What follows belongs to an exercise in optimizing a design on an open flow for small area and a short achievable clock period; a production flow would make more cautious choices.
Only simulation tests tie the RTL to the original design; equivalence was not proved.
Power and IR drop assume default switching activity.

==> flow/design.v, too long to show whole: its modules and the start of the top module <==
// module Power_Spec_Cal: 2566 lines
// module fa: 4 lines
// module ha: 4 lines
// module g_inv: 3 lines
// module g_nor2: 3 lines
// module g_or2: 3 lines
// module g_xnor2: 3 lines
// module g_xor2: 3 lines
// module pfx_net: 261 lines
module Power_Spec_Cal(
           input wire clk,
           input wire rst,
           input wire dv,
           input wire [9:0] xk_index,
           input wire [24:0] fft_data_out_re,
           input wire [24:0] fft_data_out_im,
           output reg [49:0] Power_Spec,
           output reg data_valid,
           output reg dv_FFT
       );
  // ...
==> flow/flow/run.sh <==
#!/bin/bash
set -euo pipefail
MARGIN=$(cat flow/margin.txt)
PORTBUF=$(cat flow/port_buffer.txt)
bash standard.sh "SETUP_SLACK_MARGIN=$MARGIN" "BUFFER_PORTS_ARGS=-buffer_cell $PORTBUF" finish > standard_flow.log 2>&1
==> flow/flow/margin.txt <==
5.35
==> flow/flow/port_buffer.txt <==
sky130_fd_sc_hd__buf_1
==> flow/standard.sh <==
#!/bin/bash
# synth_recipe.tcl (not shown) runs the flow's synth.tcl, then flattens the netlist and writes it again
# the make line also repeats each setting of config.mk as NAME=value (left out here)
make -C /OpenROAD-flow-scripts/flow DESIGN_CONFIG=/design/flow/config.mk WORK_HOME=/design/flow/orfs CLKGATE_MAP_FILE= SYNTH_SCRIPT=/design/flow/synth_recipe.tcl "${@:-finish}"
==> flow/config.mk <==
export PLATFORM = sky130hd
export DESIGN_NAME = Power_Spec_Cal
export DESIGN_NICKNAME = Power_Spec_Cal
export VERILOG_FILES = /design/flow/design.v
export SDC_FILE = /design/flow/constraint.sdc
export NUM_CORES = 4
export LEC_CHECK = 0
export CAP_MARGIN = 20
export CORE_MARGIN = 2
export CORE_UTILIZATION = 40
export CTS_CLUSTER_DIAMETER = 120
export CTS_CLUSTER_SIZE = 25
export PLACE_DENSITY = 0.6
export SLEW_MARGIN = 20
export SYNTH_HIERARCHICAL = 1
export SYNTH_MINIMUM_KEEP_SIZE = 0
==> flow/constraint.sdc <==
create_clock -name core_clock -period 8.0 [get_ports {clk}]
set_input_delay 1.6000 -clock core_clock [delete_from_list [all_inputs] [get_ports {clk}]]
set_output_delay 1.6000 -clock core_clock [all_outputs]
set_load 0.01 [all_outputs]
==> summary.txt, run 1 <==
Clk pin slew, worst setup/hold paths: 0.09 ns
Crit Path Class: reg2out
Status: complete, no violations
Final critical delay including setup and external delays: 2.67 ns
Number of global-route vias before repair: 18079
Count of port buffers added during placement: 105
Count of pins over their slew limit: 0
Uppermost layer routed: met5
Detail-routed net length per standard cell: 21.7 um
ClkCell Share: 2.29%
Worst-case clock buffer depth: 3
Group with the largest share of power: combinational logic
Non-clock buffering overhead: 3.81%
Global routing met3 resource utilization: 4.22%
Most common library cell in the layout ignoring fill and taps: sky130_fd_sc_hd__nand2_1
Worst Setup Start Kind: register
Share of post-route cells with drive strength above 1: 9.49%
CP required: 6.40 ns
Sum of routed wire length over all layers: 67700 um
DP Wirelength: 45400 um
Die boundary width: 265 um
Non-clock buffer count: 163
Mapped Avg Cell Area: 12.7 um2
# placed instances: 3074
Placement row count: 95
Largest register by flop count: r2
Kind of capture point of the worst setup path: output port
Number of search-and-repair iterations in the first detailed-routing pass: 5
Number of antenna violations at the first check in global routing: 1
GRT busiest layer: met2
Final setup violating endpoints: 0
Fraction of standard cell area in multi-input logic: 53.2%
Post-layout utilization of the core: 43.7%
==> run 2: changes to the inputs <==
==> flow/flow/margin.txt (replaced) <==
5.3
==> run 2 against run 1 <==
Utilization shrank 0.41 points. Clock power is essentially flat. Largest cell class unchanged. Synthesized cell count is the same. Clock skew is essentially flat. Worst setup slack is essentially flat. Maximum frequency is essentially flat. Sequential share of layout area grew 0.22 points. Global-route usage is essentially flat. Combinational power shrank 2%. Routed wire length is essentially flat.
==> summary.txt, run 2 <==
Area inside the core boundary: 67400 um2
Cell family contributing the most delay on the critical path: flip-flops
Reported leakage power: 0.0113 uW
CP Buf/Inv Count: 1
Top Registers: r2: 228 flops, r3: 96 flops
Sum of routed wire length over all layers: 67600 um (about the same)
Pin count of the biggest net entering global routing: 26
Arrival time worst endpoint: 1.07 ns
Final setup violating endpoints: 0 (unchanged)
Peak per-stage delay on the critical path: 0.37 ns
Total CTS buffers: 25
Max-slew headroom: 60.5%
Slowest stage cell, crit path: sky130_fd_sc_hd__dfrtp_1
Hold-fix buffers, CTS: 0
Die extent in y: 265 um
Most used cells in the layout excluding fill and tap cells: sky130_fd_sc_hd__nand2_1, sky130_fd_sc_hd__fa_1, sky130_fd_sc_hd__dfxtp_1
Die boundary width: 265 um (unchanged)
Count of port buffers added during placement: 105 (unchanged)
Post-synthesis cell count: 2147
Final critical delay including setup and external delays: 2.67 ns (+0.000120 ns)
Number of antenna violations at the first check in global routing: 1 (unchanged)
Initial Utilization: 40.5%
Worst-skew pair later-pin latency: 0.59 ns
Die area: 70400 um2
Mapped Avg Cell Area: 12.7 um2 (unchanged)
Overall power: 10600 uW
Number of sinks driven by the clock tree: 528
Worst-path cell chain: clkbuf_2
Routed via count divided by cell count: 5.14
Power per Cell Area: 362 nW/um2
Count of pins over their slew limit: 0 (unchanged)
CTS tree: yes
Crit Path Class: reg2out
CTS H-tree lvls: 1
Syn Nets: 2765
VDD IR-drop max: 0.000198 V
Worst-margin pin slew: 0.593 ns
Layout net count: 2859
Via count of the routed design: 16019
Cell area after synthesis: 27300 um2
Remaining global-route overflow: 0
DRC violation count after routing: 0
Unrepaired setup endpoints after global routing: true
Clk Tree Root Cell: sky130_fd_sc_hd__clkbuf_16
Fmax: 374 MHz
R2R cell count: 5
Starting DRC count in detailed routing: 1528
TNS Setup: 0 ns
Most common library cell in the layout ignoring fill and taps: sky130_fd_sc_hd__nand2_1
Clk_skew: 0.0179 ns
First-pass GRT wire length: 103000 um
Largest register by flop count: r2
Status: complete, no violations
CP required: 6.40 ns (about the same)
Worst Setup Start Kind: register
Worst-case clock buffer depth: 3 (unchanged)
Relative area change from synthesis to final layout: 6.71%
Clk pin slew, worst setup/hold paths: 0.09 ns (about the same)
Antenna-violating nets left: 0
Total routing usage reported by global routing: 19.5%
Max Fanout on Critical Path: 1
Number of antenna cells inserted: 0
Max-capacitance violation count: 0
Count of boundary I/O pins: 115
Detail-routed net length per standard cell: 21.7 um (about the same)
Number of search-and-repair iterations in the first detailed-routing pass: 5 (unchanged)
Share of post-route cells with drive strength above 1: 7.71% (-1.8 points)
Placement row count: 95 (unchanged)
Worst path depth: 1
RePlAce Congestion: 0.898
Number of cells on the worst hold path: 0
Kind of capture point of the worst setup path: output port
Count of synthesis-stage warnings from yosys: 7
Total count of hold-check failures in the final report: 0
Class of the most critical hold timing path: reg2reg
Crit share post-route: 33.4%
Number of flip-flops in the largest register: 228
Number of global-route vias before repair: 18114 (+0.19%)
DP Wirelength: 45400 um (unchanged)
run 2: cell types whose count changed in the layout (fill, tap and decap cells not counted), moves of 5 or more:
cell and change:
sky130_fd_sc_hd__buf_6 -30, sky130_fd_sc_hd__dfxtp_2 -27, sky130_fd_sc_hd__buf_2 -5, sky130_fd_sc_hd__clkbuf_2 +25
sky130_fd_sc_hd__dfxtp_1 +28, sky130_fd_sc_hd__buf_1 +6
run 2: worst paths after layout:
check | startpoint | endpoint | slack (ns)
max | data_valid | data_valid | 5.33
min | p5[38] | Power_Spec[38] | 0.32
max reg2reg | re1[13] | r2[116] | 5.35
min reg2reg | p5[38] | Power_Spec[38] | 0.32
max in group asynchronous | rst | data_valid | 7.02
min in group asynchronous | rst | dv_FFT | 0.85
run 2: cell type report:
type                            count  area (um2)
Fill cell                        6152       38200
Multi-Input combinational cell   1463       15600
Sequential cell                   528       10600
Tap cell                          873        1090
Timing Repair Buffer              162         926
Clock buffer                       27         643
Inverter                           60         229
Clock inverter                      3        31.3
Timing Repair inverter              1        7.51
run 2: worst register-to-register path, stage by stage, from the launching register on:
cell	delay [ns]
sky130_fd_sc_hd__dfxtp_1	0.33
sky130_fd_sc_hd__buf_4	0.38
sky130_fd_sc_hd__inv_1	0.16
sky130_fd_sc_hd__fa_1	0.61
sky130_fd_sc_hd__fa_1	0.62
sky130_fd_sc_hd__fa_1	0.45
run 2: report_power, final:
group	switching, uW	internal [uW]
clock	822	581
sequential	483	3810
combinational	2700	2170
total	4000	6550
run 2: through the flow:
stage,hold slack (ns),util (%),instances,setup WS (ns),cell area [um2]
final,0.321,43.3,3117,5.33,29200
after global routing,0.321,43.3,3117,5.26,29200
after CTS,0.324,43.0,3114,5.26,29000
after detailed placement,0.312,41.7,3074,4.47,28100
after floorplan,0.310,-,2147,5.59,27300
after global placement,0.312,41.7,3074,4.49,28100
run 2: layer usage:
metal  vias to the layer above  wire length [um]  global-route usage [%]
met1                      8191             25100                    24.6
met5                         -                 9                       0
met4                         2              2980                    7.99
met3                       228              6940                    4.26
li1                       6605                 -                       -
met2                       993             32600                    32.5
run 2: repair_timing:
action / 4_1_cts / 5_1_grt
pin swaps: 4 / 6
endpoints found under the setup margin: 129 / 58
hold endpoints to repair: 0 / 0
buffers inserted: 9 / 3
resized for setup: 44 / 55
gates cloned: 1 / 0
==> run 3: changes to the inputs <==
--- a/flow/config.mk
+++ b/flow/config.mk
@@ -12,2 +12,3 @@
 export CTS_CLUSTER_SIZE = 25
+export GPL_ROUTABILITY_DRIVEN = 0
 export PLACE_DENSITY = 0.6
==> run 3 against run 2 <==
Count of clock-buffer cells in the layout unchanged. Clock skew increased by 0.0088 ns. Synthesized area unchanged. Critical path type is now reg2reg. Cell count increased by 0.32%. Cell area increased by 0.50%. Die area unchanged. Global-route usage increased by 0.20 points. Combinational power increased by 1%. Sequential share of layout area decreased by 0.21 points. Still clean. Worst setup slack got worse by 0.020 ns. Sequential cell count unchanged. Critical path depth increased by 3.
==> summary.txt, run 3 <==
Post-synthesis cell count: 2147 (unchanged)
Power per Cell Area: 364 nW/um2 (+0.50%)
Footprint of the flip-flops and latches: 10600 um2 (about the same)
Fmax: 371 MHz (-0.73%)
Mapped Avg Cell Area: 12.7 um2 (unchanged)
Status: complete, no violations
Crit Path Class: reg2reg
Total CTS buffers: 25 (unchanged)
Most common library cell in the layout ignoring fill and taps: sky130_fd_sc_hd__nand2_1
Syn Nets: 2765 (unchanged)
Share of post-route cells with drive strength above 1: 8.34% (+0.63 points)
Arrival time worst endpoint: 3.17 ns (+2.10 ns)
Class of the most critical hold timing path: reg2reg
Die area: 70400 um2 (unchanged)
Relative area change from synthesis to final layout: 7.25%
Filler cell count in the final layout: 6083 (-1.1%)
Worst-margin pin slew: 0.649 ns (+0.0560 ns)
DP Wirelength: 45500 um (+0.22%)
Sum of routed wire length over all layers: 68300 um (+1.0%)
First-pass GRT wire length: 104000 um (+1.1%)
Hold-fix buffers, CTS: 0 (unchanged)
Number of flip-flops in the largest register: 228 (unchanged)
Number of global-route vias before repair: 18432 (+1.8%)
VDD IR-drop max: 0.000207 V (+4.8%)
Final setup violating endpoints: 0 (unchanged)
Count of synthesis-stage warnings from yosys: 7 (unchanged)
TNS Setup: 0 ns (unchanged)
Detail-routed net length per standard cell: 21.8 um (+0.69%)
Total routing usage reported by global routing: 19.7% (+0.20 points)
Worst-skew pair later-pin latency: 0.61 ns (+0.02 ns)
Reported leakage power: 0.0114 uW (+0.59%)
Cell area after synthesis: 27300 um2 (unchanged)
Kind of capture point of the worst setup path: register
Routed via count divided by cell count: 5.17 (+0.69%)
Largest register by flop count: r2
Final critical delay including setup and external delays: 2.69 ns (+0.0196 ns)
CTS H-tree lvls: 1 (unchanged)
Antenna-violating nets left: 0 (unchanged)
Die boundary width: 265 um (unchanged)
Count of boundary I/O pins: 115 (unchanged)
Number of antenna cells inserted: 0 (unchanged)
Max Fanout on Critical Path: 24 (+23)
Placement row count: 95 (unchanged)
Clk Tree Root Cell: sky130_fd_sc_hd__clkbuf_16
Number of antenna violations at the first check in global routing: 1 (unchanged)
Post-layout utilization of the core: 43.5% (+0.22 points)
Most used cells in the layout excluding fill and tap cells: sky130_fd_sc_hd__nand2_1, sky130_fd_sc_hd__fa_1, sky130_fd_sc_hd__dfxtp_1
Area inside the core boundary: 67400 um2 (unchanged)
Number of sinks driven by the clock tree: 528 (unchanged)
CTS tree: yes
Count of port buffers added during placement: 105 (unchanged)
Clk_skew: 0.0267 ns (+0.00877 ns)
Die extent in y: 265 um (unchanged)
Count of pins over their slew limit: 0 (unchanged)
Starting DRC count in detailed routing: 1300 (-15%)
Multi-input gate area in the final layout: 15700 um2 (+0.28%)
Initial Utilization: 40.5% (unchanged)
Pin count of the biggest net entering global routing: 26 (unchanged)
Unrepaired setup endpoints after global routing: true
CP required: 8.48 ns (+2.08 ns)
Via count of the routed design: 16182 (+1.0%)
Max-capacitance violation count: 0 (unchanged)
Max-slew headroom: 56.6% (-3.9 points)
Layout net count: 2868 (+0.31%)
Worst Setup Start Kind: register
DRC violation count after routing: 0 (unchanged)
Remaining global-route overflow: 0 (unchanged)
Crit share post-route: 33.7% (+0.24 points)
Clk pin slew, worst setup/hold paths: 0.09 ns (about the same)
Worst-case clock buffer depth: 3 (unchanged)
Total count of hold-check failures in the final report: 0 (unchanged)
Top Registers: r2: 228 flops, r3: 96 flops
Number of search-and-repair iterations in the first detailed-routing pass: 5 (unchanged)
[run 3: metrics by stage]
step | cell area (um2) | instances | setup WS [ns] | total power [uW] | hold slack, ns
3_5_place_dp | 28100 | 3074 | 4.59 | 9030 | 0.312
6_report | 29300 | 3127 | 5.31 | 10700 | 0.327
2_1_floorplan | 27300 | 2147 | 5.59 | 7420 | 0.310
3_3_place_gp | 28100 | 3074 | 4.29 | 8920 | 0.312
4_1_cts | 29000 | 3116 | 5.27 | 10600 | 0.326
5_1_grt | 29300 | 3127 | 5.21 | 11600 | 0.340
[run 3: metal layers]
metal / vias up / GRT usage [%] / share of wire, %
met5: - / 0 / 0
met3: 220 / 5.72 / 11
li1: 6620 / - / -
met4: 0 / 8.90 / 4.6
met1: 8299 / 24.4 / 37
met2: 1043 / 32.0 / 47
[run 3: final timing paths]
path                               from        endpoint  slack (ns)  depth (start not counted)
min in group asynchronous           rst          dv_FFT        0.84                          2
max in group asynchronous           rst      data_valid        7.01                          2
worst max register to register  re1[23]         r2[131]        5.31                          4
worst min register to register   p5[18]  Power_Spec[18]        0.33                          0
worst max-delay path            re1[23]         r2[131]        5.31                          4
worst min-delay path             p5[18]  Power_Spec[18]        0.33                          0
[run 3: critical path, stage by stage, from the launching register on]
cell	delay, ns
sky130_fd_sc_hd__dfxtp_2	0.73
sky130_fd_sc_hd__nand2_1	0.16
sky130_fd_sc_hd__fa_1	0.68
sky130_fd_sc_hd__fa_1	0.52
sky130_fd_sc_hd__fa_1	0.46
[run 3: final cells by class]
class	count	share of cell area, %
clock buffer	27	2.19
clock inverter	4	0.192
inverter	60	0.794
multi-input combinational	1463	53.4
sequential	528	36.2
tap	873	3.73
timing repair buffer	170	3.41
timing repair inverter	2	0.0512
[run 3: repair_timing]
action	4_1_cts	5_1_grt
buffers inserted	9	11
hold endpoints to repair	0	0
endpoints found under the setup margin	150	58
cloned	2	0
gates resized for setup	45	63
pin swaps	5	13
[run 3: power breakdown]
| part | internal, uW | total (uW) | switching, uW |
|---|---|---|---|
| clock network | 612 | 1450 | 835 |
| registers | 3810 | 4290 | 484 |
| logic | 2200 | 4930 | 2730 |
| total | 6620 | 10700 | 4050 |
==> run 4: changes to the inputs <==
--- a/flow/config.mk
+++ b/flow/config.mk
@@ -7,3 +7,3 @@
 export LEC_CHECK = 0
-export CAP_MARGIN = 20
+export CAP_MARGIN = 0
 export CORE_MARGIN = 2
@@ -12,5 +12,4 @@
 export CTS_CLUSTER_SIZE = 25
-export GPL_ROUTABILITY_DRIVEN = 0
 export PLACE_DENSITY = 0.6
-export SLEW_MARGIN = 20
+export SLEW_MARGIN = 0
 export SYNTH_HIERARCHICAL = 1
==> run 4 against run 3 <==
Global-route usage shrank 0.21 points. Total power shrank 0.52%. Cell count shrank 0.29%. Utilization shrank 0.098 points. Clock skew shrank 0.011 ns. Sequential power is essentially flat. Largest cell class unchanged.
==> summary.txt, run 4 <==
Cell area after placement: 28100 um2 (about the same)
Worst-skew pair later-pin latency: 0.60 ns (about the same)
Placement row count: 95 (unchanged)
Antenna-violating nets left: 0 (unchanged)
Max-slew headroom: 54.3% (-2.3 points)
Proportion of power drawn by combinational gates: 46.2% (about the same)
Fmax: 373 MHz (+0.53%)
Clock network fraction of total power: 13.2% (-0.4 points)
Pin count of the biggest net entering global routing: 26 (unchanged)
Count of synthesis-stage warnings from yosys: 7 (unchanged)
Clk Tree Root Cell: sky130_fd_sc_hd__clkbuf_16
Relative area change from synthesis to final layout: 7.01%
Total CTS buffers: 25 (unchanged)
Final setup violating endpoints: 0 (unchanged)
R2r startpoint: re1[12]
Worst min-delay path startpoint: p5[38]
Max Fanout on Critical Path: 24 (unchanged)
Total count of hold-check failures in the final report: 0 (unchanged)
Filler cell count in the final layout: 6171 (+1.4%)
Arrival time worst endpoint: 3.15 ns (-0.02 ns)
Via count of the routed design: 15942 (-1.5%)
CTS H-tree lvls: 1 (unchanged)
Number of flip-flops in the largest register: 228 (unchanged)
Routed via count divided by cell count: 5.11 (-1.2%)
Status: complete, no violations
Number of global-route vias before repair: 18181 (-1.4%)
Most used cells in the layout excluding fill and tap cells: sky130_fd_sc_hd__nand2_1, sky130_fd_sc_hd__fa_1, sky130_fd_sc_hd__dfxtp_1
Clk_skew: 0.0159 ns (-0.0107 ns)
DP Wirelength: 45400 um (-0.24%)
RePlAce Congestion: 0.898
Total internal power: 6560 uW (-0.83%)
Worst Setup Start Kind: register
Peak per-stage delay on the critical path: 0.58 ns (-0.15 ns)
Largest register by flop count: r2
Final cell area excluding filler cells: 29200 um2 (-0.23%)
Starting DRC count in detailed routing: 1287 (-1.0%)
Die extent in y: 265 um (unchanged)
Initial Utilization: 40.5% (unchanged)
Top Registers: r2: 228 flops, r3: 96 flops
TNS Setup: 0 ns (unchanged)
Worst-margin pin slew: 0.685 ns (+0.0361 ns)
Unrepaired setup endpoints after global routing: true
First-pass GRT wire length: 103000 um (-1.3%)
Cell area after synthesis: 27300 um2 (unchanged)
Mapped Avg Cell Area: 12.7 um2 (unchanged)
Syn Nets: 2765 (unchanged)
Most common library cell in the layout ignoring fill and taps: sky130_fd_sc_hd__nand2_1
Post-synthesis cell count: 2147 (unchanged)
Worst path depth: 6 (+2)
Post-layout utilization of the core: 43.4% (-0.098 points)
Kind of capture point of the worst setup path: register
Net switching power figure: 4050 uW (about the same)
Power per Cell Area: 363 nW/um2 (-0.29%)
Share of post-route cells with drive strength above 1: 8.20% (-0.14 points)
Final critical delay including setup and external delays: 2.68 ns (-0.0141 ns)
Sequential power share: 40.6% (+0.4 points)
Overall power: 10600 uW (-0.52%)
Remaining global-route overflow: 0 (unchanged)
Count of pins over their slew limit: 0 (unchanged)
Count of port buffers added during placement: 105 (unchanged)
Number of search-and-repair iterations in the first detailed-routing pass: 6 (+1)
CP dominant cell by count: sky130_fd_sc_hd__fa_1
DRC violation count after routing: 0 (unchanged)
Slowest stage cell, crit path: sky130_fd_sc_hd__fa_1
Crit share post-route: 33.5% (-0.18 points)
Max-capacitance violation count: 0 (unchanged)
VDD IR-drop max: 0.000202 V (-2.6%)
Worst-case clock buffer depth: 3 (unchanged)
# placed instances: 3074 (unchanged)
Number of antenna violations at the first check in global routing: 0 (-1)
Total routing usage reported by global routing: 19.5% (-0.21 points)
Switching share of power: 38.1% (+0.20 points)
CTS tree: yes
CP required: 8.47 ns (about the same)
Detail-routed net length per standard cell: 21.6 um (-1.0%)
Count of boundary I/O pins: 115 (unchanged)
Launch point of the critical path: re1[12]
Layout net count: 2859 (-0.31%)
CP Buf/Inv Count: 2 (+2)
Fin cells: 3118 (-0.29%)
Number of sinks driven by the clock tree: 528 (unchanged)
Die boundary width: 265 um (unchanged)
Number of cells on the worst hold path: 0 (unchanged)
Class of the most critical hold timing path: reg2reg
Crit Path Class: reg2reg
Clk pin slew, worst setup/hold paths: 0.10 ns (about the same)
Worst-path cell chain: buf_6, inv_1, nor2_1, fa_1, fa_1, fa_1
Cell family contributing the most delay on the critical path: adder cells
Reported leakage power: 0.0113 uW (-0.35%)
Die area: 70400 um2 (unchanged)
Sum of routed wire length over all layers: 67400 um (-1.3%)
Area inside the core boundary: 67400 um2 (unchanged)
R2R cell count: 6 (+2)
## run 4: routing by layer
| layer | part of all wire (%) | track usage (%) |
|---|---|---|
| met1 | 38 | 24.3 |
| met2 | 48 | 32.3 |
| met3 | 10 | 4.81 |
| met4 | 4.7 | 8.31 |
| met5 | 0 | 0 |
## run 4: area by class of cell
cell class	count	area, um2	area share [%]
clock buffers	27	633	2.17
flip-flops and latches	528	10600	36.3
diodes	1	2.50	0.00856
well taps	873	1090	3.74
clock inverters	3	36.3	0.124
repair inverters	1	7.51	0.0257
multi-input cells	1463	15700	53.7
inverters	60	229	0.783
repair buffers	162	937	3.20
## run 4: power groups by stage
stage | sequential, uW | clock [uW] | combinational (uW)
after floorplan | 4310 | 0 | 3100
after global placement | 4330 | 0 | 4620
after detailed placement | 4350 | 0 | 4690
after CTS | 4300 | 1460 | 4850
after global routing | 4430 | 1550 | 5550
final | 4300 | 1400 | 4900
## run 4: worst paths after layout
check / to / slack (ns)
max: r2[188] / 5.32
min in group asynchronous: dv_FFT / 0.84
min: Power_Spec[38] / 0.32
max reg2reg: r2[188] / 5.32
max in group asynchronous: data_valid / 7.02
min reg2reg: Power_Spec[38] / 0.32
## run 4: stage by stage
stage | hold slack, ns | worst slack [ns]
after floorplan | 0.310 | 5.59
after global routing | 0.317 | 5.26
final | 0.325 | 5.32
after CTS | 0.319 | 5.24
after global placement | 0.312 | 4.49
after detailed placement | 0.312 | 4.46
## run 4: repair_timing
action / CTS / global route
pin swaps: 5 / 7
hold buffers: 0 / 0
setup buffers: 4 / 8
endpoints found under the setup margin: 222 / 61
gates resized for setup: 58 / 61
cloned: 1 / 0
==> run 5: changes to the inputs <==
--- a/flow/config.mk
+++ b/flow/config.mk
@@ -7,3 +7,3 @@
 export LEC_CHECK = 0
-export CAP_MARGIN = 0
+export CAP_MARGIN = 10
 export CORE_MARGIN = 2
@@ -13,3 +13,3 @@
 export PLACE_DENSITY = 0.6
-export SLEW_MARGIN = 0
+export SLEW_MARGIN = 10
 export SYNTH_HIERARCHICAL = 1
==> run 5 against run 4 <==
Die area unchanged. Sequential cell count unchanged. Global-route usage stayed put. Worst setup slack is the same. Non-clock buffer count unchanged. Total power unchanged. Register-to-register slack about the same. Combinational power barely moved. Critical endpoint unchanged.
==> summary.txt, run 5 <==
Status: complete, no violations
First-pass GRT wire length: 103000 um (unchanged)
Routed via count divided by cell count: 5.11 (unchanged)
Kind of capture point of the worst setup path: register
Class of the most critical hold timing path: reg2reg
Worst-case clock buffer depth: 3 (unchanged)
Count of port buffers added during placement: 105 (unchanged)
CP required: 8.47 ns (about the same)
DP Wirelength: 45400 um (unchanged)
Count of synthesis-stage warnings from yosys: 7 (unchanged)
Placement row count: 95 (unchanged)
TNS Setup: 0 ns (unchanged)
Cell area after synthesis: 27300 um2 (unchanged)
Clk pin slew, worst setup/hold paths: 0.10 ns (about the same)
CTS tree: yes
R2r startpoint: re1[12]
# placed instances: 3074 (unchanged)
Number of global-route vias before repair: 18181 (unchanged)
Reported leakage power: 0.0113 uW (unchanged)
Total CTS buffers: 25 (unchanged)
Worst min-delay path startpoint: p5[38]
Pin count of the biggest net entering global routing: 26 (unchanged)
Die boundary width: 265 um (unchanged)
Total count of hold-check failures in the final report: 0 (unchanged)
Arrival time worst endpoint: 3.15 ns (about the same)
Share of post-route cells with drive strength above 1: 8.20% (unchanged)
Total routing usage reported by global routing: 19.5% (unchanged)
Sum of routed wire length over all layers: 67400 um (unchanged)
Starting DRC count in detailed routing: 1287 (unchanged)
Max-slew headroom: 54.3% (unchanged)
Clk Tree Root Cell: sky130_fd_sc_hd__clkbuf_16
Mapped Avg Cell Area: 12.7 um2 (unchanged)
Layout net count: 2859 (unchanged)
Die extent in y: 265 um (unchanged)
Max Fanout on Critical Path: 24 (unchanged)
Final setup violating endpoints: 0 (unchanged)
Antenna-violating nets left: 0 (unchanged)
Post-synthesis cell count: 2147 (unchanged)
Syn Nets: 2765 (unchanged)
Number of antenna violations at the first check in global routing: 0 (unchanged)
CTS H-tree lvls: 1 (unchanged)
Crit Path Class: reg2reg
Top Registers: r2: 228 flops, r3: 96 flops
Count of pins over their slew limit: 0 (unchanged)
Worst Setup Start Kind: register
Number of sinks driven by the clock tree: 528 (unchanged)
Unrepaired setup endpoints after global routing: true
Worst-skew pair later-pin latency: 0.60 ns (about the same)
Register-to-register setup slack: 5.32 ns (about the same)
Most used cells in the layout excluding fill and tap cells: sky130_fd_sc_hd__nand2_1, sky130_fd_sc_hd__fa_1, sky130_fd_sc_hd__dfxtp_1
VDD IR-drop max: 0.000202 V (unchanged)
Initial Utilization: 40.5% (unchanged)
Die area: 70400 um2 (unchanged)
Via count of the routed design: 15942 (unchanged)
Area inside the core boundary: 67400 um2 (unchanged)
Number of search-and-repair iterations in the first detailed-routing pass: 6 (unchanged)
Largest register by flop count: r2
Relative area change from synthesis to final layout: 7.01% (unchanged)
Filler cell count in the final layout: 6171 (unchanged)
DRC violation count after routing: 0 (unchanged)
Detail-routed net length per standard cell: 21.6 um (unchanged)
RePlAce Congestion: 0.898 (unchanged)
Power per Cell Area: 363 nW/um2 (unchanged)
Remaining global-route overflow: 0 (unchanged)
Fmax: 373 MHz (unchanged)
Launch point of the critical path: re1[12]
Clk_skew: 0.0159 ns (unchanged)
Crit share post-route: 33.5% (unchanged)
Final critical delay including setup and external delays: 2.68 ns (unchanged)
Number of flip-flops in the largest register: 228 (unchanged)
Max-capacitance violation count: 0 (unchanged)
Worst-margin pin slew: 0.685 ns (unchanged)
Count of boundary I/O pins: 115 (unchanged)
Most common library cell in the layout ignoring fill and taps: sky130_fd_sc_hd__nand2_1
Fin cells: 3118 (unchanged)
-- run 5: path summary, 6_finish.rpt --
path	cells after the start	endpoint
max in group asynchronous	2	data_valid
min in group asynchronous	2	dv_FFT
max reg2reg	6	r2[188]
min	0	Power_Spec[38]
min reg2reg	0	Power_Spec[38]
max	6	r2[188]
-- run 5: worst max-delay path, stage by stage (launching register included) --
cell	delay (ns)
sky130_fd_sc_hd__dfxtp_1	0.33
sky130_fd_sc_hd__buf_6	0.31
sky130_fd_sc_hd__inv_1	0.15
sky130_fd_sc_hd__nor2_1	0.27
sky130_fd_sc_hd__fa_1	0.50
sky130_fd_sc_hd__fa_1	0.58
sky130_fd_sc_hd__fa_1	0.41
-- run 5: area by class of cell --
cell class / instances / area, um2 / share of cell area, %
repair buffers: 162 / 937 / 3.20
clock buffers: 27 / 633 / 2.17
clock inverters: 3 / 36.3 / 0.124
flip-flops and latches: 528 / 10600 / 36.3
inverters: 60 / 229 / 0.783
repair inverters: 1 / 7.51 / 0.0257
well taps: 873 / 1090 / 3.74
diodes: 1 / 2.50 / 0.00856
multi-input cells: 1463 / 15700 / 53.7
-- run 5: routing by layer --
| layer | vias to the layer above | routed length (um) | part of all wire, % | track usage (%) |
|---|---|---|---|---|
| met5 | - | 0 | 0 | 0 |
| met2 | 930 | 32200 | 48 | 32.3 |
| met3 | 223 | 6780 | 10 | 4.81 |
| met1 | 8175 | 25300 | 38 | 24.3 |
| met4 | 0 | 3140 | 4.7 | 8.31 |
| li1 | 6614 | - | - | - |
-- run 5: per-stage QoR --
stage	setup WS, ns	cell area, um2	hold slack, ns	utilization, %	total power [uW]
2_1_floorplan	5.59	27300	0.310	-	7420
3_3_place_gp	4.49	28100	0.312	41.7	8950
3_5_place_dp	4.46	28100	0.312	41.7	9040
4_1_cts	5.24	29000	0.319	43.0	10600
5_1_grt	5.26	29200	0.317	43.4	11500
6_report	5.32	29200	0.325	43.4	10600
-- run 5: where the power goes --
part           switching, uW  leakage [uW]  internal (uW)  total, uW
logic                   2720       0.00655           2180       4900
clock network            829      0.000328            573       1400
registers                494       0.00446           3810       4300
total                   4050        0.0113           6560      10600
-- run 5: what timing repair did --
item                                    CTS  global route
endpoints found under the setup margin  222            61
hold buffers                              0             0
gates resized for setup                  58            61
setup buffers                             4             8
gates cloned                              1             0
pin swaps                                 5             7
==> run 6: changes to the inputs <==
==> flow/flow/run.sh (replaced) <==
#!/bin/bash
# Layout flow: the standard ORFS flow (standard.sh: standard synthesis,
# floorplan, place, CTS, route, finish), with these changes to how the layout
# is optimised; the clock period and all constraints stay the design's:
#  - the port buffers that the standard flow inserts are the cell in
#    flow/port_buffer.txt instead of the resizer's default choice;
#  - before the resizer's design repair, flow/presize.tcl gives the heavily
#    loaded input registers a stronger drive (same flip-flop type).
# Every tool's output goes to the ORFS logs under orfs/logs/, and the make
# output to standard_flow.log in this folder.
set -euo pipefail
MARGIN=$(cat flow/margin.txt)
PORTBUF=$(cat flow/port_buffer.txt)
bash standard.sh "SETUP_SLACK_MARGIN=$MARGIN" "BUFFER_PORTS_ARGS=-buffer_cell $PORTBUF" \
  "PRE_RESIZE_TCL=$PWD/flow/presize.tcl" finish > standard_flow.log 2>&1
==> flow/flow/presize.tcl (new file) <==
set lc [get_lib_cell sky130_fd_sc_hd__dfxtp_4]
set n 0
foreach inst [get_cells -quiet {re1* im1*}] {
  if {[get_property [get_property $inst liberty_cell] name] eq "sky130_fd_sc_hd__dfxtp_1"} {
    replace_cell $inst $lc
    incr n
  }
}
puts "presize: $n input registers set to dfxtp_4"
--- a/flow/config.mk
+++ b/flow/config.mk
@@ -7,3 +7,3 @@
 export LEC_CHECK = 0
-export CAP_MARGIN = 10
+export CAP_MARGIN = 20
 export CORE_MARGIN = 2
@@ -13,3 +13,3 @@
 export PLACE_DENSITY = 0.6
-export SLEW_MARGIN = 10
+export SLEW_MARGIN = 20
 export SYNTH_HIERARCHICAL = 1
==> run 6 against run 5 <==
Clock power barely moved. Die area did not move. Critical path depth fell by 5. Register-to-register slack barely moved. Worst hold slack got worse by 0.0013 ns. Count of clock-buffer cells in the layout rose by 8. Utilization rose by 0.41 points. Via count rose by 0.90%. Still clean on timing, DRC and antenna. Worst setup slack got worse by 0.00079 ns.
==> summary.txt, run 6 <==
Status: complete, no violations
Sum of routed wire length over all layers: 67800 um (+0.50%)
DP Wirelength: 45400 um (+0.13%)
Total CTS buffers: 25 (unchanged)
Count of port buffers added during placement: 105 (unchanged)
Count of boundary I/O pins: 115 (unchanged)
Worst-path cell chain: clkbuf_2
Share of post-route cells with drive strength above 1: 11.0% (+2.8 points)
Reported leakage power: 0.0114 uW (+0.67%)
Number of antenna violations at the first check in global routing: 1 (+1)
Relative area change from synthesis to final layout: 8.01%
Die area: 70400 um2 (unchanged)
Worst path depth: 1 (-5)
Die boundary width: 265 um (unchanged)
Class of the most critical hold timing path: reg2reg
Mapped Avg Cell Area: 12.7 um2 (unchanged)
Max-capacitance violation count: 0 (unchanged)
Number of sinks driven by the clock tree: 528 (unchanged)
Clk_skew: 0.0244 ns (+0.00852 ns)
Multi-input gate area in the final layout: 15700 um2 (-0.10%)
Slowest stage cell, crit path: sky130_fd_sc_hd__dfrtp_1
R2R cell count: 6 (unchanged)
Most used cells in the layout excluding fill and tap cells: sky130_fd_sc_hd__nand2_1, sky130_fd_sc_hd__fa_1, sky130_fd_sc_hd__dfxtp_1
Critical Path End: data_valid
Count of synthesis-stage warnings from yosys: 7 (unchanged)
Top Registers: r2: 228 flops, r3: 96 flops
Worst-skew pair later-pin latency: 0.60 ns (about the same)
Routed via count divided by cell count: 5.13 (+0.39%)
Total count of hold-check failures in the final report: 0 (unchanged)
Launch point of the critical path: data_valid
CP required: 6.40 ns (-2.07 ns)
Unrepaired setup endpoints after global routing: true
Footprint of the flip-flops and latches: 10800 um2 (+1.7%)
Uppermost layer routed: met5
Remaining global-route overflow: 0 (unchanged)
Number of search-and-repair iterations in the first detailed-routing pass: 6 (unchanged)
Via count of the routed design: 16086 (+0.90%)
R2r startpoint: re1[12]
Largest register by flop count: r2
Pin count of the biggest net entering global routing: 27 (+3.8%)
Clk pin slew, worst setup/hold paths: 0.09 ns (about the same)
Met3 wirelength from detailed routing: 7190 um (+6.0%)
Number of global-route vias before repair: 18257 (+0.42%)
Antenna-violating nets left: 0 (unchanged)
Total routing usage reported by global routing: 19.5% (about the same)
Cell area after synthesis: 27300 um2 (unchanged)
Detail-routed net length per standard cell: 21.6 um (about the same)
CP Buf/Inv Count: 1 (-1)
VDD IR-drop max: 0.000194 V (-3.9%)
Final critical delay including setup and external delays: 2.68 ns (+0.000790 ns)
TNS Setup: 0 ns (unchanged)
CTS tree: yes
Kind of capture point of the worst setup path: output port
Crit Path Class: reg2out
Cell family contributing the most delay on the critical path: flip-flops
Peak per-stage delay on the critical path: 0.37 ns (-0.21 ns)
Worst-margin pin slew: 0.571 ns (-0.114 ns)
Met2 wire len: 32800 um (+1.8%)
DRC violation count after routing: 0 (unchanged)
Number of antenna cells inserted: 0 (-1)
End of the worst register-to-register path: r2[188]
Count of pins over their slew limit: 0 (unchanged)
Power per Cell Area: 363 nW/um2 (about the same)
Worst-case clock buffer depth: 3 (unchanged)
Layout net count: 2867 (+0.28%)
Clk Tree Root Cell: sky130_fd_sc_hd__clkbuf_16
Register-to-register setup slack: 5.33 ns (about the same)
Syn Nets: 2765 (unchanged)
Post-synthesis cell count: 2147 (unchanged)
First-pass GRT wire length: 103000 um (+0.50%)
Crit share post-route: 33.5% (about the same)
Fmax: 373 MHz (about the same)
Die extent in y: 265 um (unchanged)
M1 wire length: 25100 um (-0.81%)
Initial Utilization: 40.5% (unchanged)
Cell area after placement: 28300 um2 (+0.67%)
Area inside the core boundary: 67400 um2 (unchanged)
CTS H-tree lvls: 1 (unchanged)
Starting DRC count in detailed routing: 1314 (+2.1%)
Worst Setup Start Kind: register
Filler cell count in the final layout: 6153 (-0.29%)
Number of flip-flops in the largest register: 228 (unchanged)
Final setup violating endpoints: 0 (unchanged)
Hold WS: 0.323 ns (-0.00126 ns)
Placement row count: 95 (unchanged)
Max-slew headroom: 61.8% (+7.5 points)
Final cell area excluding filler cells: 29500 um2 (+0.94%)
RePlAce Congestion: 0.898 (unchanged)
Arrival time worst endpoint: 1.08 ns (-2.07 ns)
Most common library cell in the layout ignoring fill and taps: sky130_fd_sc_hd__nand2_1
Number of cells on the worst hold path: 0 (unchanged)
Max Fanout on Critical Path: 1 (-96%)
==> run 6: cell types whose count changed in the layout (fill, tap and decap cells not counted), sizes merged <==
cell / before / now
diode: 1 / 0
clkbuf: 51 / 60
inv: 61 / 60
clkinv: 1 / 3
buf: 138 / 145
==> run 6: area by class of cell <==
class	count	area share (%)
flip-flops and latches	528	36.6
inverters	60	0.776
multi-input cells	1463	53.1
repair buffers	170	3.45
repair inverters	1	0.0254
well taps	873	3.70
clock buffers	35	2.25
clock inverters	4	0.131
==> run 6: worst min path at each step <==
stage | start | end
after floorplan | p5[0] | Power_Spec[0]
after global placement | p4[3] | p5[3]
after detailed placement | p5[20] | Power_Spec[20]
after CTS | p4[26] | p5[26]
after global routing | p5[9] | Power_Spec[9]
final | p5[7] | Power_Spec[7]
==> run 6: layer usage <==
metal,vias to the layer above,global-route usage (%)
li1,6636,-
met1,8258,24.1
met2,971,32.9
met3,219,5.06
met4,2,7.09
met5,-,0
==> run 6: report_power, final <==
part           internal, uW  leakage (uW)  switching (uW)
combinational          2250       0.00660            2750
sequential             3800       0.00448             492
clock                   587      0.000339             826
==> run 6: repair_timing <==
action,CTS,global route
pin swaps,6,21
setup endpoints to repair,129,63
hold buffers,0,0
buffers inserted,8,12
gates resized for setup,51,69
gates cloned,1,0
==> run 6: metrics by stage <==
stage	cells	total power [uW]	setup WS, ns	util [%]
after detailed placement	3074	9050	4.45	41.9
final	3134	10700	5.32	43.8
after CTS	3122	10700	5.23	43.3
after global placement	3074	8950	4.49	41.7
after floorplan	2147	7420	5.59	-
after global routing	3134	11700	5.23	43.8

[static timing again, ports no longer ideal]
In the flow no input, the clock included, has a driving cell. The finished layouts below were timed again as built, in two steps.
Step 1 assumes that a clkbuf_16 drives the clock port and a buf_2 every other input.
Step 2 times the ports against the registers' clock, not the clock port: input delays grow and output delays shrink by t, the midpoint of the rising clock arrivals with the driver on.
Slacks: ideal / step 1 / step 2; pairs: ideal / step 1.
run | t (ns) | setup WS [ns] | clock arrival spread, ns
run 1 | 0.645 | 5.326 / 5.266 / 5.369 | 0.018 / 0.018
run 2 | 0.643 | 5.326 / 5.266 / 5.346 | 0.018 / 0.018
run 3 | 0.658 | 5.306 / 5.261 / 5.306 | 0.028 / 0.028
run 4 | 0.653 | 5.321 / 5.257 / 5.321 | 0.016 / 0.017
run 5 | 0.653 | 5.321 / 5.257 / 5.321 | 0.016 / 0.017
run 6 | 0.649 | 5.320 / 5.260 / 5.330 | 0.025 / 0.025
After both steps setup and hold are still met in every run listed.
